Context: an optimization exercise on an open-source flow, tuned for small area. The choices shown serve that exercise and are no tape-out recipe. RTL that was checked went through simulation tests only; none was proved equivalent to the original. No functional check of the RTL was part of run 5.

<file path="design/flow/design.v">
module uart #(
	parameter CLK_FREQ = 50,		 
	parameter SER_FREQ = 9600		 
) (
	input  wire       clk,			 
	input  wire       rst,			 
	input  wire       rx,			 
	output reg        rx_ready,		 
	output reg  [7:0] rx_data		 
);
	localparam integer DIV = (CLK_FREQ*1000000)/SER_FREQ-1;
	localparam IDLE = 1'b0;
	localparam DATA = 1'b1;
	reg        rx_fsm;				 
	reg        rx_clk_en;			 
	reg        rx_rcv_init;			 
	reg        rx_data_deb;			 
	reg  [7:0] rx_data_tmp;			 
	reg  [2:0] rx_data_cnt;			 
	reg  [3:0] deb_buf;
	reg        rx_data_old;
	reg [12:0] counter;
	always @(posedge clk) begin
		if (deb_buf == 4'b0000)
			rx_data_deb <= 1'b0;
		else if (deb_buf == 4'b1111)
			rx_data_deb <= 1'b1;
		deb_buf <= {deb_buf[2:0], rx};
	end
	always @(posedge clk) begin
		if (!rst) begin
			rx_data_old <= 1'b0;
			rx_rcv_init <= 1'b0;
		end else begin
			rx_rcv_init <= rx_data_old && !rx_data_deb && (rx_fsm == IDLE);
			rx_data_old <= rx_data_deb;
		end
	end
	always @(posedge clk) begin
		if (!rst) begin
			rx_clk_en <= 1'b0;
			counter   <= 13'd0;
		end else if (counter == DIV || rx_rcv_init) begin
			rx_clk_en <= 1'b1;
			counter   <= 13'd0;
		end else begin
			rx_clk_en <= 1'b0;
			counter   <= counter + 13'd1;
		end
	end
	always @(posedge clk) begin
		if (!rst) begin
			rx_fsm      <= IDLE;
			rx_ready    <= 1'b0;
			rx_data     <= 8'd0;
			rx_data_tmp <= 8'd0;
			rx_data_cnt <= 3'd0;
		end else begin
			rx_ready <= 1'b0;
			if (rx_clk_en) begin
				case (rx_fsm)
					IDLE: begin
						if (rx_data_deb == 1'b0)
							rx_fsm <= DATA;
						rx_data_cnt <= 3'd0;
					end
					DATA: begin
						if (rx_data_cnt == 3'd7) begin
							rx_data  <= {rx, rx_data_tmp[0], rx_data_tmp[1], rx_data_tmp[2],
							             rx_data_tmp[3], rx_data_tmp[4], rx_data_tmp[5], rx_data_tmp[6]};
							rx_ready <= 1'b1;
							rx_fsm   <= IDLE;
						end
						rx_data_tmp <= {rx_data_tmp[6:0], rx};
						rx_data_cnt <= rx_data_cnt + 3'd1;
					end
				endcase
			end
		end
	end
endmodule
module interfaceControl(
	input clk, 
	input reset, 
	input rx_data_ready, 
	input [7:0] rx_data, 
	output reg[7:0] data_a, 
	output reg[7:0] data_b,
	output reg[7:0] operation
	); 
	reg [7:0] data_a_temp; 
	reg [7:0] data_b_temp; 
	reg [7:0] operation_temp; 
	reg [1:0] state;
	wire rx_data_temp; 
	always_ff @(posedge clk)
		if(!reset)
			begin
				state <= 2'b00; 
			end
		else if(state == 2'b11)
			begin 
				state <= 2'b00; 
			end
		else if(rx_data_ready)
			begin 
				state <= state + 1; 
			end
	 always_ff @(posedge clk) 
		if(!reset)
			begin 
				data_a <= 8'b0; 
				data_b <= 8'b0; 
				operation <= 8'b0; 
			end
		else 
		  begin 
		    case(state)
			   2'b00: operation_temp <= rx_data;
			   2'b01: data_a_temp <= rx_data; 
			   2'b10: data_b_temp <= rx_data;
			   2'b11:
			     begin 
			       operation <= operation_temp;
				     data_a <= data_a_temp;
				     data_b <= data_b_temp; 
			     end   
		    endcase
		  end 
endmodule 
module Processing_Unit(
	input wire reset,
	input wire clock,
	input wire unsigned [7:0] data_a, 
	input wire unsigned [7:0] data_b, 
	input wire [7:0] operation,
	output logic unsigned[7:0] result_data,
	output reg overflow
);
	reg [15:0] result_reg;
	logic unsigned[15:0] outAlu;
	always_ff @(posedge clock, negedge reset)
		begin
			if(~reset) 
				begin
					result_reg <= 16'd0;
					result_data <= 8'd0;
				end
			else
			begin
			   result_reg <= outAlu; 
			   result_data <= result_reg[7:0]; 
		    end
		end
	always_comb 
	begin 
		case(operation[7:0])
			8'b00101011: 
					outAlu = data_a + data_b;
			8'b00101101: 
					outAlu = data_a - data_b;
			8'b00101010:
					outAlu = data_a * data_b;
			8'b00101111:
					outAlu = (data_b == 8'd0) ? 16'hFFFF : data_a / data_b;
			8'b00100110:
					outAlu = data_a & data_b;
			8'b01111100: 
					outAlu = data_a | data_b;
			default
					outAlu = 16'd0;
		endcase
	end
	always_comb
	begin
		if (outAlu > 255 )
			overflow = 0;  
		else
			overflow = 1;  
	end
endmodule
module warmup(
input clk,
input rst,
input rx,
output reg [7:0] result_data,
output overflow
);
wire _rx_ready;
wire [7:0]_rx_data;
wire [7:0]_data_a;
wire [7:0]_data_b;
wire [7:0]_operation;
uart BLOCO1 (
  .clk (clk),
  .rst (rst),
  .rx (rx),
  .rx_ready (_rx_ready),
  .rx_data (_rx_data) 
  );
 interfaceControl BLOCO2 (
.clk(clk),
.reset(rst),
.rx_data_ready(_rx_ready),
.rx_data(_rx_data),
.data_a (_data_a),
.data_b(_data_b),
.operation(_operation) 
 );
 Processing_Unit BLOCO3 (
.clock(clk),
.reset(rst),
.data_a (_data_a),
.data_b(_data_b),
.operation(_operation),
.result_data(result_data),
.overflow(overflow)
 );
 endmodule
</file>
<file path="design/flow/config.mk">
export PLATFORM = sky130hd
export DESIGN_NAME = warmup
export DESIGN_NICKNAME = warmup
export VERILOG_FILES = /design/flow/design.v
export SDC_FILE = /design/flow/constraint.sdc
export NUM_CORES = 4
export LEC_CHECK = 0
export CAP_MARGIN = 20
export CORE_MARGIN = 2
export CORE_UTILIZATION = 40
export SLEW_MARGIN = 20
</file>
<file path="design/flow/run.sh">
#!/bin/bash
# synth_recipe.tcl (not shown) runs the flow's synth.tcl, then flattens the netlist and writes it again
# the make line also repeats each setting of config.mk as NAME=value (left out here)
make -C /OpenROAD-flow-scripts/flow DESIGN_CONFIG=/design/flow/config.mk WORK_HOME=/design/flow/orfs CLKGATE_MAP_FILE= SYNTH_SCRIPT=/design/flow/synth_recipe.tcl finish
</file>
<file path="design/flow/constraint.sdc">
create_clock -name core_clock -period 30.0 [get_ports {clk}]
set_input_delay 6.0000 -clock core_clock [delete_from_list [all_inputs] [get_ports {clk}]]
set_output_delay 6.0000 -clock core_clock [all_outputs]
set_load 0.01 [all_outputs]
</file>
==> results of run 1 <==
==> how the worst max path moves through the flow <==
stage / to / start / slack, ns
finish: BLOCO3.result_reg[0]$_DFF_PN0_ / BLOCO2.data_b[0]$_SDFFE_PN0P_ / 2.65
global route: BLOCO3.result_reg[0]$_DFF_PN0_ / BLOCO2.data_b[0]$_SDFFE_PN0P_ / 0.05
detailed placement: BLOCO3.result_reg[0]$_DFF_PN0_ / BLOCO2.data_b[0]$_SDFFE_PN0P_ / 1.00
CTS: BLOCO3.result_reg[0]$_DFF_PN0_ / BLOCO2.data_b[0]$_SDFFE_PN0P_ / 0.83
global placement: BLOCO3.result_reg[0]$_DFF_PN0_ / BLOCO2.data_b[0]$_SDFFE_PN0P_ / 1.82
floorplan: BLOCO3.result_reg[0]$_DFF_PN0_ / BLOCO2.data_b[2]$_SDFFE_PN0P_ / 3.55
==> cells by family (layout without fill, tap and decap cells) <==
| group | Yosys count | after routing | synth area share (%) |
|---|---|---|---|
| XOR/XNOR | 60 | 60 | 4.374 |
| multiplexers | 61 | 61 | 5.353 |
| other | 1 | 8 | 0.03121 |
| AO/OA/AOI/OAI | 345 | 346 | 19.42 |
| buffers and inverters | 135 | 139 | 4.364 |
| adder cells (fa/ha/maj) | 208 | 208 | 24.04 |
| flip-flops | 107 | 107 | 20.50 |
| AND/OR/NAND/NOR | 531 | 531 | 21.92 |
==> through the flow <==
step / utilization [%] / cell area (µm²) / setup WS, ns
floorplan: - / 12040 / 3.546
global placement: 42.50 / 12600 / 1.816
detailed placement: 42.50 / 12600 / 1.000
CTS: 43.46 / 12880 / 0.8324
global route: 43.76 / 12970 / 0.04862
finish: 43.76 / 12970 / 2.652
==> layout make-up <==
class	count	area share [%]
Tap cell	390	3.762
Inverter	96	2.778
Clock buffer	10	1.765
Clock inverter	6	0.4341
Multi-Input combinational cell	1214	70.53
Timing Repair Buffer	27	1.736
Sequential cell	107	18.99
==> placed cells by master (no fill, tap or decap), drive strengths merged, types with 20 or more instances in the layout <==
master / instances
edfxtp: 24
o21a: 37
mux2i: 38
o21ai: 72
inv: 98
and2: 24
nand3: 35
nor2b: 42
dfxtp: 67
nor3: 40
nor2: 162
mux2: 23
a21o: 20
nand2: 121
xnor2: 37
a21boi: 20
ha: 170
xor2: 23
a21oi: 81
fa: 38
==> repair_timing <==
| action | CTS | global route |
|---|---|---|
| setup buffers | 0 | 1 |
| resized for setup | 0 | 18 |
| hold endpoints to repair | 0 | 0 |
| hold buffers | 0 | 0 |
| setup endpoints to repair | 0 | 2 |
==> metal layers <==
layer | global-route usage [%] | vias to the layer above | wire, µm
li1 | - | 5202 | -
met1 | 24.76 | 4815 | 13780
met2 | 33.19 | 148 | 14060
met3 | 1.457 | 33 | 685
met4 | 4.337 | 0 | 459
met5 | 0 | - | 0
==> results.toml, run 1 <==
[sta]
slew_headroom_pct = 33.41
worst_hold_slack_ns = 0.3484
rsz0062_at_grt = "false"
clock_skew_ns = 0.008495
worstMarginPinSlew_ns = 0.9966
hold_violations = 0
fmax_mhz = 36.57
setup_viol = 0
drv_slew = 0
fin_crit_sh_pct = 91.16
fin_setup_tns_ns = 0
period_minus_slack_ns = 27.35

[critical_path]
r2r_end = "BLOCO3.result_reg[0]$_DFF_PN0_"
cp-start-kind = "flop"
slowest_delay_ns = 0.48
cp_max_fo = 18
rr_startpoint = "BLOCO2.data_b[0]$_SDFFE_PN0P_"
r2r_cells = 128
critical_path_depth = 128
path_buf_inv = 5
cp_slowest_cell = "a2111oi_2"
r2r_slack_ns = 2.65
crit_family = "compound AO/OA/AOI/OAI gates"
cp_common_cell = "o21a_1"
crit_required_ns = 30.21
endpoint_kind = "flop"
crit_type = "reg -> reg"
crit_arrival_ns = 27.56

[placed_design]
hpwl_um = 22150
placedCellCount = 1832
gp_congestion = 0.8804
portBuffers = 11

[synth]
async_reset_ff_share_pct = 14.95
yosys.cell_count.top_type = "ha_1"
synth-edff-count = 24
syn_inst = 1448
synth.distinct_cells = 88
yosysTopAreaCell = "ha_1"
synth.avg_cell_area_um2 = 8.297
synth_common_cells = "ha_1 (170), nor2_1 (162), nand2_1 (121)"
ys_seq_area_share_pct = 20.50
ys_seq_elements = 107
synth_area_mm2 = 0.01201
ys.flop_type = "dfxtp_1"
yosysTopAreaCellShare_pct = 17.70
synth_top_cells_by_area = "ha_1 (18%), dfxtp_1 (11%), fa_1 (6.3%)"
synth_warnings = 3

[layout]
regMostFlops = "BLOCO1.counter"
area_growth_pct = 7.956
multi_input_area_mm2 = 0.009148
largest_reg_flops = 13
drive_gt1_share_pct = 7.260
seq_area_mm2 = 0.002464
antennaDiodeCount = 0
nets = 1666
instances_no_fill = 1850
fillCellCount = 2989

[routing]
wirelength_um = 28990
drtIter0Drc = 516
drc_errors = 0
wire_per_inst_um = 15.67
routed_via_density = 5.512
detail-route-antenna-nets = 0
dr.pass1.iters = 5
vias = 10200

[grt]
antenna_found_initial = 0
track_usage_pct = 18.74
grt_pass1_vias = 9985
grt_max_degree = 70
globalRoute.totalOverflow = 0
grt_pass1_wl_um = 48610

[floorplan]
start_util_pct = 40.54
io_pins = 12
rows = 63
die-area_mm2 = 0.03144
die_width_um = 177.3
core_mm2 = 0.02964
dieHeight_um = 177.3

[worst_hold_path]
min_from = "BLOCO3.result_reg[3]$_DFF_PN0_"
hold_end = "BLOCO3.result_data[3]$_DFF_PN0_"
holdPathStages = 0
worstHoldPathType = "reg -> reg"

[clock_tree]
cts.clk_slew.worst_paths_ns = 0.07
clock_latency_ns = 0.34
cts_root_buf = "clkbuf_16"
cts_made_buffers = 9
cts_tree = "built"
cts_sinks = 107
clockBufferDepth = 2
cts_max_level = 3

[run_status]
status = "no timing/DRC/antenna violations"

[job]
cap_violations = 0
==> run 2, diff against run 1 <==
==> design/flow/design.v (replaced) <==
module warmup(
	input        clk,
	input        rst,
	input        rx,
	output [7:0] result_data,
	output       overflow
);
	reg [2:0] t8;
	reg [1:0] t3;
	reg [2:0] t7;
	reg [4:0] t31;
	always @(posedge clk) begin
		t8  <= t8 + 3'd1;
		t3  <= {t3[0], ~(t3[1] & t3[0])};
		t7  <= {t7[1:0], (t7[2] ^ t7[1]) | ~rst};
		t31 <= {t31[3:0], (t31[4] ^ t31[2]) | ~rst};
	end
	wire tick = (&t8) & (&t3) & (&t7) & (&t31);
	reg [1:0] idx;
	reg       busy;
	reg [2:0] j;
	reg       valid;
	reg [2:0] k;           
	reg [7:0] A, B, W;
	reg       c;
	localparam K_OTHER = 3'd0, K_ADD = 3'd1, K_SUB = 3'd2, K_AND = 3'd3,
	           K_OR = 3'd4, K_MUL = 3'd5, K_DIV = 3'd6;
	wire is_add = (k == K_ADD);
	wire is_sub = (k == K_SUB);
	wire is_and = (k == K_AND);
	wire is_or  = (k == K_OR);
	wire is_mul = (k == K_MUL);
	wire is_div = (k == K_DIV);
	wire md     = is_mul | is_div;
	wire comp  = (idx == 2'd3);
	wire last  = (j == 3'd7);
	wire dtick = tick & busy & ~comp;
	wire stick = tick & ~busy & ~comp & ~rx;
	wire btick = dtick & (idx == 2'd2);
	wire [7:0] op = {rx, A[7:1]};
	reg  [2:0] kn;
	always @* begin
		case (op)
			8'h2B: kn = K_ADD;
			8'h2D: kn = K_SUB;
			8'h2A: kn = K_MUL;
			8'h2F: kn = K_DIV;
			8'h26: kn = K_AND;
			8'h7C: kn = K_OR;
			default: kn = K_OTHER;
		endcase
	end
	wire a = A[0];
	wire b = rx;
	reg  r, cn;
	always @* begin
		r  = 1'b0;
		cn = 1'b0;
		if (is_add | is_sub) begin
			r  = a ^ b ^ c;
			cn = ((a ^ is_sub) & b) | (((a ^ is_sub) | b) & c);
		end else if (is_and) r = a & b;
		else if (is_or) r = a | b;
		else if (is_div) cn = c & ~b;
	end
	wire [7:0] X   = {B[6:0], A[7] & is_div};
	wire [8:0] S   = {1'b0, X} + {1'b0, W} + {8'd0, is_div};
	wire       sel = is_div ? (~busy & (B[7] | S[8])) : A[7];
	always @(posedge clk) begin
		if (!rst) begin
			idx   <= 2'd0;
			busy  <= 1'b0;
			j     <= 3'd0;
			valid <= 1'b0;
		end else if (comp) begin
			j <= j + 3'd1;
			if (last) begin
				if (is_div & ~busy)
					busy <= 1'b1;
				else begin
					busy  <= 1'b0;
					idx   <= 2'd0;
					valid <= 1'b1;
				end
			end
		end else if (stick) begin
			busy <= 1'b1;
		end else if (dtick) begin
			j <= j + 3'd1;
			if (last) begin
				busy <= 1'b0;
				idx  <= idx + 2'd1;
			end
		end
	end
	always @(posedge clk) begin
		if (dtick)
			A <= {(idx == 2'd2) ? A[0] : rx, A[7:1]};
		else if (comp & md)
			A <= {A[6:0], sel};
		if (dtick & (idx == 2'd0) & last)
			k <= kn;
		if (btick) begin
			B <= {r, B[7:1]};
			W <= {rx ^ is_div, W[7:1]};
		end else if (comp & md)
			B <= sel ? S[7:0] : X;
		if (stick & (idx == 2'd2))
			c <= is_div;
		else if (btick)
			c <= cn;
		else if (comp & is_mul)
			c <= c | B[7] | (A[7] & S[8]);
	end
	assign result_data = B & {8{valid}};
	assign overflow    = ~(c & valid);
endmodule
==> run 2 against run 1 <==
- synthesized cell count fell by 83%
- critical path depth is 120 lower
- global-route usage shrank 4.7 points
- worst hold slack improved by 0.0077 ns
- maximum frequency grew to 3.6 times the previous value
- first-iteration DRC count down 82%
- wire length down 83%
- cell count fell by 82%
- utilization grew 1.8 points
- critical path type is now in -> reg
==> results.toml, run 2 <==
[floorplan]
die_width_um = 84.95
core_mm2 = 0.006350
die-area_mm2 = 0.007217
rows = 29
dieHeight_um = 84.95
start_util_pct = 41.28
io_pins = 12

[placed_design]
hpwl_um = 3444
placed_cell_area_mm2 = 0.002766
placedCellCount = 324
portBuffers = 11
pre_cts_ws_ns = 22.03
gp_congestion = 0.7701

[worst_hold_path]
min_from = "t31[0]$_DFF_P_"
worstHoldPathType = "reg -> reg"
holdPathStages = 0
hold_end = "t31[1]$_DFF_P_"

[critical_path]
r2r_end = "B[1]$_DFFE_PP_"
crit_arrival_ns = 7.67
endpoint_kind = "flop"
crit_type = "in -> reg"
r2r_slack_ns = 26.01
cp_max_fo = 9
rr_startpoint = "k[0]$_DFFE_PP_"
crit_required_ns = 30.03
cp-start-kind = "input port"
r2r_cells = 12

[clock_tree]
clock_latency_ns = 0.31
clockBufferDepth = 2
cts.repair.resized = 0
cts_max_level = 2
hold_buffers = 0
cts_made_buffers = 5
cts_sinks = 48
cts_tree = "built"
cts_root_buf = "clkbuf_8"
cts.clk_slew.worst_paths_ns = 0.09
postCtsSetupBuffers = 0

[sta]
period_minus_slack_ns = 7.635
rsz0062_at_grt = "false"
hold_violations = 0
setup_ws_ns = 22.36
worstMarginPinSlew_ns = 0.6695
fin_setup_tns_ns = 0
drv_slew = 0
fmax_mhz = 131.0
slew_headroom_pct = 55.37
clock_skew_ns = 0.01484
setup_viol = 0
fin_crit_sh_pct = 25.45

[synth]
async_reset_ff_share_pct = 0
synth_top_cells_by_area = "edfxtp_1 (32%), dfxtp_1 (15%), ha_1 (7.6%)"
ys_seq_area_share_pct = 47.35
synth.distinct_cells = 53
synth.avg_cell_area_um2 = 10.70
yosysTopAreaCell = "edfxtp_1"
synth_warnings = 1
synth_common_cells = "edfxtp_1 (28), dfxtp_1 (20), nand2_1 (19)"
yosys.cell_count.top_type = "edfxtp_1"
yosysTopAreaCellShare_pct = 32.08
synth_area_mm2 = 0.002621
syn_inst = 245
ys.flop_type = "edfxtp_1"
ys_seq_elements = 48
synth-edff-count = 28

[grt]
antenna_found_initial = 0
globalRoute.totalOverflow = 0
grt_max_degree = 18
track_usage_pct = 14.04
grt_pass1_vias = 1570
grt_pass1_wl_um = 7900

[routing]
drc_errors = 0
detail-route-antenna-nets = 0
routed_via_density = 5.265
wire_per_inst_um = 14.46
dr.pass1.iters = 4
vias = 1748
wirelength_um = 4802
drtIter0Drc = 91

[layout]
reg_top3 = "A (8), B (8), W (8)"
final_area_mm2 = 0.002894
multi_input_area_mm2 = 0.001262
final_util_pct = 45.58
mostFrequentLayoutCell = "edfxtp_1"
drive_gt1_share_pct = 7.451
final_cell_mix = "edfxtp_1 (28), dfxtp_1 (20), nand2_1 (19), ha_1 (16)"
area_growth_pct = 10.41
nets = 275
antennaDiodeCount = 0
fillCellCount = 584
instances_no_fill = 332
seq_area_mm2 = 0.001241

[job]
cap_violations = 0

[run_status]
status = "no timing/DRC/antenna violations"
-- run 2: cell count changes after synthesis, sizes merged, moves of 32 or more --
cell	previous run	this run
o21a	37	5
nor2	162	11
clkbuf	34	2
a21oi	81	15
ha	170	16
nor3	40	4
fa	38	2
o21ai	72	15
inv	94	15
nor2b	42	8
xnor2	37	5
nand2	121	19
dfxtp	67	20
-- run 2: final cells by class --
class,count,share of cell area (%)
well taps,77,3.329
clock buffers,7,4.107
flip-flops and latches,48,42.89
multi-input cells,173,43.62
inverters,15,1.946
clock inverters,1,0.3026
repair buffers,11,3.805
-- run 2: kinds of logic after synthesis --
family          synth area share [%]
xor+xnor                       3.007
flops                          47.35
fa+ha+maj                      9.165
compound gates                 14.37
mux                            6.014
simple gates                   15.61
buf+inv                        4.487
-- run 2: worst max-delay path, stage by stage --
cell	delay [ns]
clkdlybuf4s50_1	0.69
inv_1	0.08
ha_1	0.29
xor2_1	0.16
o211ai_1	0.16
o211ai_1	0.11
o21ai_0	0.09
o22ai_1	0.09
-- run 2: how the worst max path moves through the flow --
stage | cells past startpoint | slack, ns | to | start
after floorplan | 8 | 22.63 | B[7]$_DFFE_PP_ | rx
after global placement | 8 | 22.10 | B[7]$_DFFE_PP_ | rx
after detailed placement | 8 | 22.03 | B[7]$_DFFE_PP_ | rx
after CTS | 8 | 22.36 | B[7]$_DFFE_PP_ | rx
after global routing | 8 | 22.28 | B[7]$_DFFE_PP_ | rx
final | 8 | 22.36 | B[7]$_DFFE_PP_ | rx
-- run 2: routing by layer --
metal,wire length (µm),share of wire [%],global-route usage [%]
met5,0,0,0
met4,51,1.1,4.762
met3,160,3.3,3.210
met2,2036,42,19.96
met1,2554,53,20.96
-- run 2: through the flow --
| stage | hold slack [ns] |
|---|---|
| after floorplan | 0.3304 |
| after global placement | 0.3357 |
| after detailed placement | 0.3385 |
| after CTS | 0.3573 |
| after global routing | 0.3712 |
| final | 0.3561 |
==> run 3, diff against run 2 <==
--- a/design/flow/design.v
+++ b/design/flow/design.v
@@ -65,5 +65,13 @@
 	end
 	wire [7:0] X   = {B[6:0], A[7] & is_div};
-	wire [8:0] S   = {1'b0, X} + {1'b0, W} + {8'd0, is_div};
+	wire [8:0] cy;
+	wire [8:0] S;
+	assign cy[0] = is_div;
+	genvar g;
+	generate for (g = 0; g < 8; g = g + 1) begin : add
+		assign S[g]    = X[g] ^ W[g] ^ cy[g];
+		assign cy[g+1] = (X[g] & W[g]) | (cy[g] & (X[g] | W[g]));
+	end endgenerate
+	assign S[8] = cy[8];
 	wire       sel = is_div ? (~busy & (B[7] | S[8])) : A[7];
 	always @(posedge clk) begin
==> run 3 against run 2 <==
- still clean on timing, DRC and antenna
- die area shrank 4.5%
- highest routed layer unchanged
- first-iteration DRC count grew 5.5%
- sequential share of layout area grew 1.4 points
- non-clock buffer count grew 1
==> results.toml, run 3 <==
[layout]
area_growth_pct = 12.12
antennaDiodeCount = 0
final_util_pct = 46.76
nets = 245
fillCellCount = 555
drive_gt1_share_pct = 10.62
mostFrequentLayoutCell = "edfxtp_1"
reg_top3 = "A (8), B (8), W (8)"
final_cell_mix = "edfxtp_1 (28), nand2_1 (24), dfxtp_1 (20), inv_1 (14), mux2i_1 (13)"
final_area_mm2 = 0.002801

[worst_hold_path]
holdPathStages = 1
min_from = "t8[0]$_DFF_P_"
worstHoldPathType = "reg -> reg"
hold_end = "t8[0]$_DFF_P_"

[sta]
rsz0062_at_grt = "false"
clock_skew_ns = 0.006802
fmax_mhz = 130.2
drv_slew = 0
period_minus_slack_ns = 7.680
fin_crit_sh_pct = 25.60
setup_viol = 0
worstMarginPinSlew_ns = 0.6449
hold_violations = 0
setup_ws_ns = 22.32
fin_setup_tns_ns = 0
slew_headroom_pct = 56.61
worst_hold_slack_ns = 0.3854

[routing]
routed_via_density = 5.110
wire_per_inst_um = 14.20
vias = 1538
wirelength_um = 4275
drtIter0Drc = 96
drc_errors = 0
detail-route-antenna-nets = 0
dr.pass1.iters = 4

[floorplan]
io_pins = 12
core_mm2 = 0.005991
start_util_pct = 41.71
die-area_mm2 = 0.006895
rows = 28
dieHeight_um = 83.04
die_width_um = 83.04

[critical_path]
cp-start-kind = "input port"
crit_type = "in -> reg"
crit_arrival_ns = 7.73
endpoint_kind = "flop"
crit_required_ns = 30.05
r2r_slack_ns = 24.80
rr_startpoint = "k[1]$_DFFE_PP_"
cp_max_fo = 7
r2r_end = "B[6]$_DFFE_PP_"
r2r_cells = 19

[synth]
synth_common_cells = "edfxtp_1 (28), nand2_1 (24), dfxtp_1 (20)"
ys.flop_type = "edfxtp_1"
async_reset_ff_share_pct = 0
ys_seq_elements = 48
synth_area_mm2 = 0.002499
synth.avg_cell_area_um2 = 11.90
syn_inst = 210
yosysTopAreaCellShare_pct = 33.65
synth.distinct_cells = 48
yosysTopAreaCell = "edfxtp_1"
ys_seq_area_share_pct = 49.67
synth_top_cells_by_area = "edfxtp_1 (34%), dfxtp_1 (16%), fa_1 (6.4%)"
synth-edff-count = 28
yosys.cell_count.top_type = "edfxtp_1"
synth_warnings = 1

[clock_tree]
clock_latency_ns = 0.30
cts_root_buf = "clkbuf_8"
clockBufferDepth = 2
hold_buffers = 0
cts.repair.resized = 0
postCtsSetupBuffers = 0
cts_made_buffers = 5
cts_max_level = 2
cts.clk_slew.worst_paths_ns = 0.09
cts_tree = "built"
cts_sinks = 48

[grt]
track_usage_pct = 12.87
grt_pass1_wl_um = 7162
globalRoute.totalOverflow = 0
grt_max_degree = 25
antenna_found_initial = 0
grt_pass1_vias = 1460

[run_status]
status = "no timing/DRC/antenna violations"

[placed_design]
portBuffers = 11
pre_cts_ws_ns = 22.03
placed_cell_area_mm2 = 0.002685
gp_congestion = 0.7959
hpwl_um = 3150

[job]
cap_violations = 0
run 3: cell types whose count changed in the layout (fill, tap and decap cells not counted), sizes merged, moves of 3 or more:
cell	previous run	this run
a21oi	15	7
fa	2	8
ha	16	9
mux2i	9	13
nand2	19	24
nor2	11	7
nor2b	8	3
nor3	4	1
nor4	1	4
o21a	5	1
o21ai	15	10
run 3: cell type report:
type	count	area [µm²]	area share [%]
clock buffer	7	107.6	3.841
clock inverter	1	8.758	0.3126
inverter	14	52.55	1.876
multi-input combinational	144	1180	42.12
sequential	48	1241	44.31
tap	75	93.84	3.350
timing repair buffer	12	117.6	4.198
run 3: per-stage QoR:
stage                     cells
after detailed placement    293
final                       301
after floorplan             210
after CTS                   301
after global routing        301
after global placement      293
run 3: how the worst max path moves through the flow:
stage / to / slack (ns) / startpoint / depth (start not counted)
finish: B[7]$_DFFE_PP_ / 22.32 / rx / 8
global route: B[7]$_DFFE_PP_ / 22.20 / rx / 8
CTS: B[7]$_DFFE_PP_ / 22.37 / rx / 8
detailed placement: B[7]$_DFFE_PP_ / 22.03 / rx / 8
global placement: B[7]$_DFFE_PP_ / 22.09 / rx / 8
floorplan: B[7]$_DFFE_PP_ / 22.83 / rx / 7
run 3: logic make-up after synthesis:
group / after synthesis / share of synthesized area [%]
compound gates: 27 / 7.011
xor+xnor: 6 / 2.103
fa+ha+maj: 17 / 10.92
buf+inv: 18 / 3.104
flops: 48 / 49.67
mux: 20 / 8.963
simple gates: 74 / 18.23
run 3: layer usage:
layer	global-route usage (%)	routed length, µm
met5	0	0
met4	3.577	38
met3	2.684	98
met2	20.60	2033
met1	17.76	2105
run 3: worst max-delay path, cell delays in order:
cell and delay, ns:
clkdlybuf4s50_1 0.62, inv_1 0.13, ha_1 0.30, xor2_1 0.16, o211ai_1 0.17, a21oi_1 0.08
o21ai_0 0.17, o21ai_0 0.10
==> run 4, diff against run 3 <==
--- a/design/flow/config.mk
+++ b/design/flow/config.mk
@@ -9,3 +9,6 @@
 export CORE_MARGIN = 2
 export CORE_UTILIZATION = 40
+export CTS_BUF_LIST = sky130_fd_sc_hd__clkbuf_8
+export CTS_CLUSTER_DIAMETER = 200
+export CTS_CLUSTER_SIZE = 60
 export SLEW_MARGIN = 20
==> run 4 against run 3 <==
- still clean on timing, DRC and antenna
- count of clock-buffer cells in the layout shrank 1
- maximum frequency is essentially flat
- die area is the same
- global-route usage is essentially flat
==> results.toml, run 4 <==
[run_status]
status = "no timing/DRC/antenna violations"

[routing]
drc_errors = 0
wirelength_um = 4221
routed_via_density = 5.096
dr.pass1.iters = 4
drtIter0Drc = 83
detail-route-antenna-nets = 0
vias = 1534
wire_per_inst_um = 14.02

[layout]
final_cell_mix = "edfxtp_1 (28), nand2_1 (24), dfxtp_1 (20), inv_1 (14), mux2i_1 (13)"
final_util_pct = 46.85
area_growth_pct = 12.32
drive_gt1_share_pct = 10.62
reg_top3 = "A (8), B (8), W (8)"
nets = 245
mostFrequentLayoutCell = "edfxtp_1"
antennaDiodeCount = 0

[floorplan]
die_width_um = 83.04
die-area_mm2 = 0.006895
start_util_pct = 41.71
dieHeight_um = 83.04
rows = 28
io_pins = 12
core_mm2 = 0.005991

[synth]
synth_area_mm2 = 0.002499
async_reset_ff_share_pct = 0
synth_warnings = 1
synth.distinct_cells = 48
ys.flop_type = "edfxtp_1"
ys_seq_area_share_pct = 49.67
synth.avg_cell_area_um2 = 11.90
syn_inst = 210
synth_common_cells = "edfxtp_1 (28), nand2_1 (24), dfxtp_1 (20)"
yosysTopAreaCell = "edfxtp_1"
synth-edff-count = 28
synth_top_cells_by_area = "edfxtp_1 (34%), dfxtp_1 (16%), fa_1 (6.4%)"
yosysTopAreaCellShare_pct = 33.65
yosys.cell_count.top_type = "edfxtp_1"
ys_seq_elements = 48

[grt]
track_usage_pct = 12.89
globalRoute.totalOverflow = 0
grt_max_degree = 25
antenna_found_initial = 0
grt_pass1_wl_um = 7155
grt_pass1_vias = 1445

[sta]
worst_hold_slack_ns = 0.3850
drv_slew = 0
period_minus_slack_ns = 7.675
setup_ws_ns = 22.33
slew_headroom_pct = 56.46
setup_viol = 0
fin_crit_sh_pct = 25.58
fmax_mhz = 130.3
clock_skew_ns = 0.008583
rsz0062_at_grt = "false"
worstMarginPinSlew_ns = 0.6472
hold_violations = 0
fin_setup_tns_ns = 0

[critical_path]
cp_max_fo = 7
crit_required_ns = 30.05
cp-start-kind = "input port"
endpoint_kind = "flop"
crit_arrival_ns = 7.73
crit_type = "in -> reg"
slowest_delay_ns = 0.63
path_cells = "clkdlybuf4s50_1 -> inv_1 -> ha_1 -> xor2_1 -> o211ai_1 -> a21oi_1 -> o21ai_0 -> o21ai_0"
cp_common_cell = "o21ai_0"
cp_slowest_cell = "clkdlybuf4s50_1"
r2r_slack_ns = 24.80

[clock_tree]
cts.repair.resized = 0
cts_made_buffers = 5
cts_tree = "built"
cts.clk_slew.worst_paths_ns = 0.08
postCtsSetupBuffers = 0
cts_root_buf = "clkbuf_8"
hold_buffers = 0
cts_max_level = 2
clockBufferDepth = 2
clock_latency_ns = 0.30
cts_sinks = 48

[placed_design]
pre_cts_ws_ns = 22.03
gp_congestion = 0.7959
hpwl_um = 3150
portBuffers = 11

[job]
cap_violations = 0

[worst_hold_path]
worstHoldPathType = "reg -> reg"
[run 4: per-layer routing]
| metal | vias to the layer above | GRT usage (%) | part of all wire, % |
|---|---|---|---|
| met4 | 0 | 3.577 | 1.3 |
| li1 | 782 | - | - |
| met5 | - | 0 | 0 |
| met3 | 6 | 2.982 | 3.0 |
| met1 | 729 | 17.83 | 48 |
| met2 | 17 | 20.38 | 48 |
[run 4: path summary, 6_finish.rpt]
path,from,end,cells after the start
worst max-delay path,rx,B[7]$_DFFE_PP_,8
worst min-delay path,t8[0]$_DFF_P_,t8[0]$_DFF_P_,1
worst max register to register,k[1]$_DFFE_PP_,B[6]$_DFFE_PP_,19
worst min register to register,t8[0]$_DFF_P_,t8[0]$_DFF_P_,1
[run 4: cell type report]
type,instances,area (µm²)
fill,554,3184
sequential,48,1241
multi-input combinational,144,1180
timing repair buffer,12,117.6
tap,75,93.84
clock buffer,6,82.58
inverter,14,52.55
clock inverter,2,38.79
[run 4: cells by family after synthesis]
logic type | synth area share, %
adders and majority gates | 10.92
xor gates and xnor gates | 2.103
buffers and inverters | 3.104
DFF | 49.67
muxes | 8.963
AOI/OAI and AO/OA | 7.011
and+or+nand+nor | 18.23
[run 4: worst max-delay path, delay by kind of cell]
kind | cells | cell delay [ns]
AOI/OAI and AO/OA | 4 | 0.51
buffers and inverters | 2 | 0.76
xor gates and xnor gates | 1 | 0.16
adders and majority gates | 1 | 0.30
[run 4: through the flow]
stage                     instances  area, µm²
after global placement          293       2685
after global routing            301       2806
after detailed placement        293       2685
after floorplan                 210       2499
final                           301       2806
after CTS                       301       2806
==> run 5, diff against run 4 <==
==> design/flow/design.v (replaced) <==
module warmup(
	input        clk,
	input        rst,
	input        rx,
	output [7:0] result_data,
	output       overflow
);
	reg [2:0] t8;
	reg [1:0] t3;
	reg [2:0] t7;
	reg [4:0] t31;
	always @(posedge clk) begin
		t8  <= t8 + 3'd1;
		t3  <= {t3[0], ~(t3[1] & t3[0])};
		t7  <= {t7[1:0], (t7[2] ^ t7[1]) | ~rst};
		t31 <= {t31[3:0], (t31[4] ^ t31[2]) | ~rst};
	end
	wire tick = (&t8) & (&t3) & (&t7) & (&t31);
	wire [2:0] p = t8;
	wire p0 = (p == 3'd0);
	wire p7 = (p == 3'd7);
	reg [1:0] idx;
	reg       busy;
	reg [2:0] j;
	reg       valid;
	reg [2:0] k;           
	reg       rxs;         
	reg [7:0] A, W, B;
	reg       dA, dB;      
	reg       c;           
	reg       dec;         
	reg       ov;          
	localparam K_OTHER = 3'd0, K_ADD = 3'd1, K_SUB = 3'd2, K_AND = 3'd3,
	           K_OR = 3'd4, K_MUL = 3'd5, K_DIV = 3'd6;
	wire is_add = (k == K_ADD);
	wire is_sub = (k == K_SUB);
	wire is_and = (k == K_AND);
	wire is_or  = (k == K_OR);
	wire is_mul = (k == K_MUL);
	wire is_div = (k == K_DIV);
	wire md     = is_mul | is_div;
	wire comp  = (idx == 2'd3);
	wire dtick = tick & busy & ~comp;
	wire stick = tick & ~busy & ~comp & ~rx;
	wire trial = comp & ~busy;
	wire write = comp & busy;
	wire first = trial & (j == 3'd0);
	wire lastw = write & (j == 3'd7);
	wire [7:0] op = {rx, A[7:1]};
	reg  [2:0] kn;
	always @* begin
		case (op)
			8'h2B: kn = K_ADD;
			8'h2D: kn = K_SUB;
			8'h2A: kn = K_MUL;
			8'h2F: kn = K_DIV;
			8'h26: kn = K_AND;
			8'h7C: kn = K_OR;
			default: kn = K_OTHER;
		endcase
	end
	wire ins  = busy & ~comp & ((p + 3'd1 == j) | (tick & (j == 3'd7)));
	wire insv = tick ? rx : rxs;
	wire dec_e = dec | (is_div & trial);
	wire x     = md ? (p0 ? (is_div & A[7]) : dB) : A[0];
	wire y     = md ? (dec_e & (W[0] ^ is_div)) : (W[0] ^ is_sub);
	wire ci    = p0 ? (md ? (is_div & dec_e) : is_sub) : c;
	wire s     = x ^ y ^ ci;
	wire co    = (x & y) | (ci & (x | y));
	reg r;
	always @* begin
		if (is_add | is_sub) r = s;
		else if (is_and)     r = A[0] & W[0];
		else if (is_or)      r = A[0] | W[0];
		else                 r = 1'b0;
	end
	wire a_in = (ins & ~idx[1]) ? insv :
	            (write & md) ? (p0 ? (is_div & dec) : dA) : A[0];
	wire w_in = (ins & idx[1]) ? insv : W[0];
	wire b_in = ~comp ? 1'b0 :
	            ~md ? (first ? r : B[0]) :
	            ~busy ? B[0] :
	            (lastw & is_div) ? a_in : s;
	always @(posedge clk) begin
		if (!rst) begin
			idx   <= 2'd0;
			busy  <= 1'b0;
			j     <= 3'd0;
			valid <= 1'b0;
		end else if (comp) begin
			if (p7) begin
				busy <= ~busy;
				if (busy) begin
					j <= j + 3'd1;
					if (j == 3'd7) begin
						idx   <= 2'd0;
						valid <= 1'b1;
					end
				end
			end
		end else if (stick) begin
			busy <= 1'b1;
		end else if (dtick) begin
			j <= j + 3'd1;
			if (j == 3'd7) begin
				busy <= 1'b0;
				idx  <= idx + 2'd1;
			end
		end
	end
	always @(posedge clk) begin
		A  <= {a_in, A[7:1]};
		W  <= {w_in, W[7:1]};
		dA <= A[0];
		dB <= B[0];
		c  <= co;
		if (tick)
			rxs <= rx;
		if (dtick & (idx == 2'd0) & (j == 3'd7))
			k <= kn;
		if (comp | (idx[1] & busy))
			B <= {b_in, B[7:1]};
		if (trial & is_div & p7)
			dec <= B[0] | co;
		else if (trial & is_mul & p0)
			dec <= A[7];
		if (first) begin
			if (is_div)
				ov <= (p0 | ov) & ~W[0];
			else if (is_mul)
				ov <= 1'b0;
			else if (p7)
				ov <= (is_add | is_sub) & (co ^ is_sub);
		end else if (write & is_mul & (p0 | p7))
			ov <= ov | (p0 ? dB : co);
	end
	assign result_data = B & {8{valid}};
	assign overflow    = ~(ov & valid);
endmodule
--- a/design/flow/config.mk
+++ b/design/flow/config.mk
@@ -9,6 +9,3 @@
 export CORE_MARGIN = 2
 export CORE_UTILIZATION = 40
-export CTS_BUF_LIST = sky130_fd_sc_hd__clkbuf_8
-export CTS_CLUSTER_DIAMETER = 200
-export CTS_CLUSTER_SIZE = 60
 export SLEW_MARGIN = 20
==> run 5 against run 4 <==
- cell area fell by 10%
- still clean on timing, DRC and antenna
- largest cell class unchanged
- global-route usage grew 1.0 points
- worst setup slack improved by 0.17 ns
- synthesized cell count grew 3.3%
==> results.toml, run 5 <==
[run_status]
status = "no timing/DRC/antenna violations"

[placed_design]
gp_congestion = 0.8299
portBuffers = 11
placedCellCount = 293
hpwl_um = 2812

[sta]
drv_slew = 0
clock_skew_ns = 0.006408
fin_crit_sh_pct = 25.00
hold_violations = 0
setup_viol = 0
worst_hold_slack_ns = 0.3330
rsz0062_at_grt = "false"
period_minus_slack_ns = 7.501
worstMarginPinSlew_ns = 0.5393
slew_headroom_pct = 64.05
fmax_mhz = 133.3
fin_setup_tns_ns = 0

[critical_path]
r2r_slack_ns = 26.88
endpoint_kind = "output port"
r2r_cells = 11
crit_arrival_ns = 1.50
crit_required_ns = 24.00
cp-start-kind = "flop"
crit_type = "reg -> out"
r2r_end = "B[7]$_SDFFCE_PP0P_"
startpoint = "valid$_SDFFE_PN0P_"
rr_startpoint = "idx[1]$_SDFFE_PN0P_"
cp_max_fo = 10

[layout]
final_util_pct = 45.72
reg_top3 = "A (8), B (8), W (8)"
instances_no_fill = 301
mostFrequentLayoutCell = "dfxtp_1"
final_cell_mix = "dfxtp_1 (40), nand2_1 (20), edfxtp_1 (13), clkdlybuf4s50_1 (11)"
area_growth_pct = 10.91
drive_gt1_share_pct = 5.240
nets = 240
antennaDiodeCount = 0

[routing]
vias = 1532
drtIter0Drc = 96
routed_via_density = 5.090
dr.pass1.iters = 4
wire_per_inst_um = 13.20
detail-route-antenna-nets = 0
drc_errors = 0
wirelength_um = 3973

[worst_hold_path]
worstHoldPathType = "reg -> reg"
holdPathStages = 0
hold_end = "W[2]$_DFF_P_"
min_from = "W[3]$_DFF_P_"

[synth]
ys_seq_area_share_pct = 52.48
synth_area_mm2 = 0.002270
yosys.area_share.simple_pct = 22.05
synthAdderAreaFrac_pct = 5.292
async_reset_ff_share_pct = 0
synth_top_cells_by_area = "dfxtp_1 (35%), edfxtp_1 (17%), ha_1 (4.4%)"
ys_seq_elements = 53
synth_top_family_by_area = "simple AND/OR/NAND/NOR gates"
syn_inst = 217
yosysTopAreaCellShare_pct = 35.28
synth.avg_cell_area_um2 = 10.46
synth.distinct_cells = 46
ys.flop_type = "dfxtp_1"
synth-edff-count = 13
yosys.cell_count.top_type = "dfxtp_1"
synth_common_cells = "dfxtp_1 (40), nand2_1 (20), edfxtp_1 (13)"
synth_compound_area_share_pct = 13.01
yosysTopAreaCell = "dfxtp_1"
muxShareOfSynthArea_pct = 1.378
synth_warnings = 1
synth_xor_area_share_pct = 2.701

[floorplan]
io_pins = 12
start_util_pct = 41.22
die_width_um = 79.33
die-area_mm2 = 0.006292
dieHeight_um = 79.33
core_mm2 = 0.005507
rows = 27

[clock_tree]
hold_buffers = 0
cts.clk_slew.worst_paths_ns = 0.09
postCtsSetupBuffers = 0
cts.repair.resized = 0
clock_latency_ns = 0.31
cts_max_level = 2
clockBufferDepth = 2
cts_made_buffers = 5
cts_sinks = 53
cts_root_buf = "clkbuf_8"
cts_tree = "built"

[grt]
grt_pass1_wl_um = 6734
antenna_found_initial = 0
grt_max_degree = 17
track_usage_pct = 13.89
grt_pass1_vias = 1394
globalRoute.totalOverflow = 0

[job]
cap_violations = 0
[run 5: cell types whose count changed after synthesis, sizes merged, moves of 3 or more]
| cell | change |
|---|---|
| nor2b | +7 |
| a21oi | +3 |
| nand2 | -4 |
| edfxtp | -15 |
| dfxtp | +20 |
| a31oi | +4 |
| nor4 | -3 |
| fa | -7 |
| a21o | +5 |
| inv | -5 |
| nand4 | +3 |
| mux2 | -6 |
| mux2i | -11 |
| clkbuf | +3 |
[run 5: worst max-delay path by stage]
stage                         endpoint  slack [ns]  cells after the start
floorplan           B[7]$_SDFFCE_PP0P_       23.18                      4
CTS                     result_data[6]       22.49                      2
global placement    B[7]$_SDFFCE_PP0P_       22.59                      5
detailed placement  B[7]$_SDFFCE_PP0P_       22.52                      5
global route            result_data[0]       22.37                      2
finish                  result_data[6]       22.50                      2
[run 5: per-layer routing]
metal,routed length [µm],vias to the layer above,global-route usage (%)
li1,-,796,-
met1,1977,703,19.02
met2,1762,27,21.27
met3,172,6,3.750
met4,60,0,4.655
met5,0,-,0
[run 5: logic make-up (layout without fill, tap and decap cells)]
logic type	count (synthesis)	in the layout
and+or+nand+nor	85	85
DFF	53	53
AOI/OAI and AO/OA	44	44
buffers and inverters	16	28
adders and majority gates	9	9
xor gates and xnor gates	7	7
muxes	3	3
[run 5: final cells by class]
type	instances	area [µm²]
clock buffers	7	76.32
clock inverters	1	7.507
fillers	527	2989
inverters	9	33.78
multi-input cells	148	1008
flip-flops and latches	53	1191
well taps	72	90.09
repair buffers	11	110.1
[run 5: metrics by stage]
stage | setup WS (ns) | area (µm²)
floorplan | 23.18 | 2270
global placement | 22.59 | 2434
detailed placement | 22.52 | 2434
CTS | 22.49 | 2517
global route | 22.37 | 2517
finish | 22.50 | 2517
[run 5: critical path, stage by stage, from the launching register on]
cell             delay (ns)
dfxtp_1                0.50
and2_1                 0.17
clkdlybuf4s50_1        0.52
==> run 6, diff against run 5 <==
--- a/design/flow/design.v
+++ b/design/flow/design.v
@@ -7,9 +7,13 @@
 );
 	reg [2:0] t8;
+	function [2:0] succ(input [2:0] v);
+		succ = {v[1:0], v[2] ^ (v[0] | ~v[1])};
+	endfunction
+	wire [2:0] n8 = succ(t8);
 	reg [1:0] t3;
 	reg [2:0] t7;
 	reg [4:0] t31;
 	always @(posedge clk) begin
-		t8  <= t8 + 3'd1;
+		t8  <= n8;
 		t3  <= {t3[0], ~(t3[1] & t3[0])};
 		t7  <= {t7[1:0], (t7[2] ^ t7[1]) | ~rst};
@@ -18,6 +22,7 @@
 	wire tick = (&t8) & (&t3) & (&t7) & (&t31);
 	wire [2:0] p = t8;
-	wire p0 = (p == 3'd0);
-	wire p7 = (p == 3'd7);
+	localparam [2:0] P0 = 3'd6, P7 = 3'd7;
+	wire p0 = (p == P0);
+	wire p7 = (p == P7);
 	reg [1:0] idx;
 	reg       busy;
@@ -45,6 +50,7 @@
 	wire trial = comp & ~busy;
 	wire write = comp & busy;
-	wire first = trial & (j == 3'd0);
-	wire lastw = write & (j == 3'd7);
+	wire jl    = (j == P7);
+	wire first = trial & (j == P0);
+	wire lastw = write & jl;
 	wire [7:0] op = {rx, A[7:1]};
 	reg  [2:0] kn;
@@ -60,5 +66,5 @@
 		endcase
 	end
-	wire ins  = busy & ~comp & ((p + 3'd1 == j) | (tick & (j == 3'd7)));
+	wire ins  = busy & ~comp & ((n8 == j) | (tick & jl));
 	wire insv = tick ? rx : rxs;
 	wire dec_e = dec | (is_div & trial);
@@ -86,5 +92,5 @@
 			idx   <= 2'd0;
 			busy  <= 1'b0;
-			j     <= 3'd0;
+			j     <= P0;
 			valid <= 1'b0;
 		end else if (comp) begin
@@ -92,6 +98,6 @@
 				busy <= ~busy;
 				if (busy) begin
-					j <= j + 3'd1;
-					if (j == 3'd7) begin
+					j <= succ(j);
+					if (jl) begin
 						idx   <= 2'd0;
 						valid <= 1'b1;
@@ -102,6 +108,6 @@
 			busy <= 1'b1;
 		end else if (dtick) begin
-			j <= j + 3'd1;
-			if (j == 3'd7) begin
+			j <= succ(j);
+			if (jl) begin
 				busy <= 1'b0;
 				idx  <= idx + 2'd1;
@@ -117,5 +123,5 @@
 		if (tick)
 			rxs <= rx;
-		if (dtick & (idx == 2'd0) & (j == 3'd7))
+		if (dtick & (idx == 2'd0) & jl)
 			k <= kn;
 		if (comp | (idx[1] & busy))
==> design/flow/flow/run.sh (new file) <==
#!/bin/bash
# Standard layout, with the port buffers made from the smallest buffer.
set -euo pipefail
export BUFFER_PORTS_ARGS="-buffer_cell sky130_fd_sc_hd__buf_1"
bash standard.sh > layout.log 2>&1
==> design/flow/standard.sh (new file) <==
#!/bin/bash
# synth_recipe.tcl (not shown) runs the flow's synth.tcl, then flattens the netlist and writes it again
# the make line also repeats each setting of config.mk as NAME=value (left out here)
make -C /OpenROAD-flow-scripts/flow DESIGN_CONFIG=/design/flow/config.mk WORK_HOME=/design/flow/orfs CLKGATE_MAP_FILE= SYNTH_SCRIPT=/design/flow/synth_recipe.tcl "${@:-finish}"
removed: design/flow/run.sh
==> run 6 against run 5 <==
- wire length up 0.43%
- clock skew up 0.0021 ns
- still clean
- die area shrank 1.3%
- critical endpoint unchanged
- flip-flop and latch count unchanged
- critical path type unchanged
==> results.toml, run 6 <==
[layout]
final_cell_mix = "dfxtp_1 (40), nand2_1 (16), edfxtp_1 (13), inv_1 (13), nor2_1 (12)"
mostFrequentLayoutCell = "dfxtp_1"
drive_gt1_share_pct = 10.96
area_growth_pct = 8.715
fillCellCount = 531
nets = 226
antennaDiodeCount = 0
reg_top3 = "A (8), B (8), W (8)"

[floorplan]
die-area_mm2 = 0.006213
die_width_um = 78.83
io_pins = 12
rows = 27
start_util_pct = 40.92
dieHeight_um = 78.83
core_mm2 = 0.005473

[clock_tree]
cts.repair.resized = 0
hold_buffers = 0
cts.clk_slew.worst_paths_ns = 0.09
clockBufferDepth = 2
cts_max_level = 2
cts_tree = "built"
clock_latency_ns = 0.31
postCtsSetupBuffers = 0
cts_root_buf = "clkbuf_8"
cts_sinks = 53
cts_made_buffers = 5

[critical_path]
path_buf_inv = 1
crit_family = "flip-flops"
crit_arrival_ns = 1.11
cp_slowest_cell = "dfxtp_1"
crit_type = "reg -> out"
r2r_slack_ns = 26.78
cp-start-kind = "flop"
crit_required_ns = 24.00
cp_max_fo = 10
slowest_delay_ns = 0.48
path_cells = "and2_1 -> buf_1"
endpoint_kind = "output port"

[routing]
routed_via_density = 5.155
drtIter0Drc = 130
vias = 1500
drc_errors = 0
dr.pass1.iters = 4
wirelength_um = 3990
wire_per_inst_um = 13.71
detail-route-antenna-nets = 0

[placed_design]
pre_cts_ws_ns = 23.03
gp_congestion = 0.8026
hpwl_um = 2907
portBuffers = 11

[run_status]
status = "no timing/DRC/antenna violations"

[synth]
synth_top_cells_by_area = "dfxtp_1 (36%), edfxtp_1 (17%), mux2i_1 (3.1%)"
syn_inst = 205
synth_area_mm2 = 0.002240
synth.avg_cell_area_um2 = 10.93
synth_common_cells = "dfxtp_1 (40), nand2_1 (16), edfxtp_1 (13), inv_1 (13), nor2_1 (12)"
ys.flop_type = "dfxtp_1"
yosys.cell_count.top_type = "dfxtp_1"
ys_seq_elements = 53
synth-edff-count = 13
yosysTopAreaCell = "dfxtp_1"
ys_seq_area_share_pct = 53.18
yosysTopAreaCellShare_pct = 35.75
synth.distinct_cells = 62
async_reset_ff_share_pct = 0
synth_warnings = 1

[sta]
slew_headroom_pct = 46.42
fin_setup_tns_ns = 0
setup_viol = 0
setup_ws_ns = 22.89
fmax_mhz = 140.6
clock_skew_ns = 0.008556
rsz0062_at_grt = "false"
period_minus_slack_ns = 7.110
worstMarginPinSlew_ns = 0.7984
hold_violations = 0
fin_crit_sh_pct = 23.70
drv_slew = 0

[grt]
grt_pass1_vias = 1464
globalRoute.totalOverflow = 0
track_usage_pct = 14.01
antenna_found_initial = 0
grt_max_degree = 18
grt_pass1_wl_um = 6741

[worst_hold_path]
worstHoldPathType = "reg -> reg"

[job]
cap_violations = 0
-- run 6: changes by cell type after synthesis, sizes merged, moves of 4 or more --
cell,before,now
ha,8,4
nor2,8,13
mux2i,2,7
a21o,5,1
nand4,6,2
inv,9,14
nand3,7,3
nor2b,10,4
-- run 6: path summary, 6_finish.rpt --
check                       endpoint          startpoint  cells after the start
setup / recovery      result_data[6]  valid$_SDFFE_PN0P_                      2
hold / removal          W[0]$_DFF_P_        W[1]$_DFF_P_                      0
setup reg to reg  B[7]$_SDFFCE_PP0P_       t8[1]$_DFF_P_                     12
hold reg to reg         W[0]$_DFF_P_        W[1]$_DFF_P_                      0
-- run 6: per-layer routing --
| layer | vias up | routed length, µm | track usage, % |
|---|---|---|---|
| met3 | 7 | 145 | 3.523 |
| li1 | 753 | - | - |
| met1 | 716 | 2035 | 19.01 |
| met4 | 0 | 61 | 5.690 |
| met5 | - | 0 | 0 |
| met2 | 24 | 1747 | 21.45 |
-- run 6: layout make-up --
cell class                      count  area (µm²)  share of cell area (%)
Clock buffer                        6       93.84                   3.854
Clock inverter                      2       15.01                  0.6166
Inverter                           14       52.55                   2.158
Multi-Input combinational cell    133       950.9                   39.05
Sequential cell                    53        1191                   48.92
Tap cell                           72       90.09                   3.700
Timing Repair Buffer               11       41.29                   1.696
-- run 6: cells by family after synthesis --
group | synth area share, %
xor gates and xnor gates | 2.347
AOI/OAI and AO/OA | 14.36
muxes | 3.799
DFF | 53.18
and+or+nand+nor | 18.83
adders and majority gates | 3.129
buffers and inverters | 4.357
-- run 6: stage by stage --
step           instances  hold slack, ns  utilization [%]  cell area [µm²]
2_1_floorplan        205          0.3096                -             2240
3_3_place_gp         283          0.3106            42.50             2326
3_5_place_dp         283          0.3121            42.50             2326
4_1_cts              291          0.3336            44.49             2435
5_1_grt              291          0.3381            44.49             2435
6_report             291          0.3328            44.49             2435
==> run 7, diff against run 6 <==
==> design/flow/run.sh (new file) <==
#!/bin/bash
# synth_recipe.tcl (not shown) runs the flow's synth.tcl, then flattens the netlist and writes it again
# the make line also repeats each setting of config.mk as NAME=value (left out here)
make -C /OpenROAD-flow-scripts/flow DESIGN_CONFIG=/design/flow/config.mk WORK_HOME=/design/flow/orfs CLKGATE_MAP_FILE= SYNTH_SCRIPT=/design/flow/synth_recipe.tcl finish
removed: design/flow/flow/run.sh
removed: design/flow/standard.sh
==> run 7 against run 6 <==
- clock skew is 0.0023 ns lower
- die area unchanged
- flip-flop and latch count unchanged
- largest cell class unchanged
- first-iteration DRC count fell by 38%
- critical endpoint is now result_data[5]
- global-route usage rose by 0.58 points
- wire length decreased by 0.45%
- worst hold slack worse by 0.0063 ns
- maximum frequency decreased by 4.8%
- cell area rose by 1.6%
==> results.toml, run 7 <==
[run_status]
status = "no timing/DRC/antenna violations"

[routing]
drc_errors = 0
wirelength_um = 3972
detail-route-antenna-nets = 0
drtIter0Drc = 81
vias = 1472
wire_per_inst_um = 13.65
dr.pass1.iters = 4
routed_via_density = 5.058

[grt]
grt_pass1_wl_um = 7003
antenna_found_initial = 0
grt_max_degree = 15
globalRoute.totalOverflow = 0
grt_pass1_vias = 1444
track_usage_pct = 14.59

[synth]
yosysTopAreaCellShare_pct = 35.75
synth_area_mm2 = 0.002240
yosysTopAreaCell = "dfxtp_1"
async_reset_ff_share_pct = 0
synth.distinct_cells = 62
synth_warnings = 1
yosys.cell_count.top_type = "dfxtp_1"
ys_seq_area_share_pct = 53.18
syn_inst = 205
ys.flop_type = "dfxtp_1"
synth.avg_cell_area_um2 = 10.93
ys_seq_elements = 53
synth_top_cells_by_area = "dfxtp_1 (36%), edfxtp_1 (17%), mux2i_1 (3.1%)"
synth-edff-count = 13
synth_common_cells = "dfxtp_1 (40), nand2_1 (16), edfxtp_1 (13), inv_1 (13), nor2_1 (12)"

[floorplan]
die-area_mm2 = 0.006213
core_mm2 = 0.005473
dieHeight_um = 78.83
io_pins = 12
start_util_pct = 40.92
die_width_um = 78.83
rows = 27

[layout]
nets = 226
multi_input_area_um2 = 950.9
fillCellCount = 519
final_cell_mix = "dfxtp_1 (40), nand2_1 (16), edfxtp_1 (13), inv_1 (13), nor2_1 (12)"
reg_top3 = "A (8), B (8), W (8)"
area_growth_pct = 10.50
antennaDiodeCount = 0
final_util_pct = 45.22
drive_gt1_share_pct = 10.05
seq_area_mm2 = 0.001191
instances_no_fill = 291
mostFrequentLayoutCell = "dfxtp_1"

[sta]
hold_violations = 0
setup_viol = 0
clock_skew_ns = 0.006291
fin_setup_tns_ns = 0
period_minus_slack_ns = 7.471
fin_crit_sh_pct = 24.90
worstMarginPinSlew_ns = 0.8085
slew_headroom_pct = 45.74
rsz0062_at_grt = "false"
drv_slew = 0
fmax_mhz = 133.8

[critical_path]
crit_arrival_ns = 1.47
r2r_cells = 12
crit_required_ns = 24.00
crit_type = "reg -> out"
endpoint_kind = "output port"
cp-start-kind = "flop"
cp_max_fo = 10

[job]
cap_violations = 0

[clock_tree]
clockBufferDepth = 2
cts_tree = "built"
postCtsSetupBuffers = 0
cts_made_buffers = 5
cts_max_level = 2
clock_latency_ns = 0.30
cts_sinks = 53
cts.repair.resized = 0
cts_root_buf = "clkbuf_8"
cts.clk_slew.worst_paths_ns = 0.09
hold_buffers = 0

[worst_hold_path]
holdPathStages = 0
worstHoldPathType = "reg -> reg"

[placed_design]
hpwl_um = 2937
portBuffers = 11
gp_congestion = 0.7714
placedCellCount = 283
run 7: cell counts after synthesis:
No cell type changed its count.
run 7: area by class of cell:
| cell class | count | area share, % |
|---|---|---|
| Sequential cell | 53 | 48.13 |
| Timing Repair Buffer | 11 | 4.449 |
| Inverter | 14 | 2.123 |
| Multi-Input combinational cell | 133 | 38.42 |
| Tap cell | 72 | 3.640 |
| Clock buffer | 8 | 3.236 |
run 7: routing by layer:
| layer | GRT usage [%] | vias up | routed length [µm] |
|---|---|---|---|
| met5 | 0 | - | 0 |
| met4 | 6.552 | 0 | 79 |
| met3 | 3.068 | 9 | 143 |
| met2 | 22.91 | 28 | 1747 |
| met1 | 19.42 | 677 | 2002 |
| li1 | - | 758 | - |
run 7: kinds of logic after synthesis:
family | Yosys count | synth area share (%)
simple gates | 68 | 18.83
flops | 53 | 53.18
compound gates | 46 | 14.36
buf+inv | 19 | 4.357
mux | 8 | 3.799
xor+xnor | 6 | 2.347
fa+ha+maj | 5 | 3.129
run 7: worst max-delay path, stage by stage, from the launching register on:
cell and delay (ns):
dfxtp_1 0.47, and2_1 0.17, clkdlybuf4s50_1 0.53
run 7: final timing paths:
kind                                         start                 end  slack [ns]
worst max-delay path            valid$_SDFFE_PN0P_      result_data[5]       22.53
worst min-delay path                  W[6]$_DFF_P_        W[5]$_DFF_P_        0.33
worst max register to register       t8[1]$_DFF_P_  B[7]$_SDFFCE_PP0P_       26.83
worst min register to register        W[6]$_DFF_P_        W[5]$_DFF_P_        0.33
run 7: per-stage QoR:
stage / setup slack, ns / instance area (µm²) / hold slack, ns
3_5_place_dp: 22.64 / 2395 / 0.3121
6_report: 22.53 / 2475 / 0.3265
4_1_cts: 22.48 / 2475 / 0.3330
3_3_place_gp: 22.68 / 2395 / 0.3098
5_1_grt: 22.44 / 2475 / 0.3391
2_1_floorplan: 23.26 / 2240 / 0.3096

[separate check: timing with driven ports]
The results above use ideal ports. As a check the final layouts listed here were re-extracted and re-timed, cells and wires unchanged.
Step 1 (the two cells are an assumption about what drives the block):
set clk [get_ports {clk}]
set_driving_cell -lib_cell sky130_fd_sc_hd__clkbuf_16 $clk
set_driving_cell -lib_cell sky130_fd_sc_hd__buf_2 [delete_from_list [all_inputs] $clk]
Step 2 moves the port delays by t, midway between the first and last clock arrival at a register: inputs arrive t later, outputs are due t later. That takes back most of the time a late clock gives input paths.
Three values: ideal ports, drivers, drivers and shift; two values: the first two.
| run | shift t [ns] | setup WS [ns] | worst hold slack (ns) | worst setup path at the end | worst slew at a driven data input, ns |
|---|---|---|---|---|---|
| run 1 | 0.378 | 2.652 / 2.652 / 2.652 | 0.348 / 0.348 / 0.348 | register to register | 0.03 |
| run 2 | 0.330 | 22.365 / 22.368 / 22.038 | 0.356 / 0.356 / 0.356 | input to register | 0.03 |
| run 3 | 0.324 | 22.320 / 22.315 / 21.992 | 0.385 / 0.385 / 0.385 | input to register | 0.03 |
| run 4 | 0.324 | 22.325 / 22.321 / 21.997 | 0.385 / 0.385 / 0.385 | input to register | 0.03 |
| run 5 | 0.329 | 22.499 / 22.474 / 22.510 | 0.333 / 0.333 / 0.333 | input to register | 0.03 |
| run 6 | 0.333 | 22.890 / 22.861 / 23.038 | 0.333 / 0.333 / 0.333 | input to register | 0.03 |
| run 7 | 0.323 | 22.529 / 22.503 / 22.641 | 0.326 / 0.326 / 0.326 | input to register | 0.03 |
After both steps every run listed still meets setup and hold.
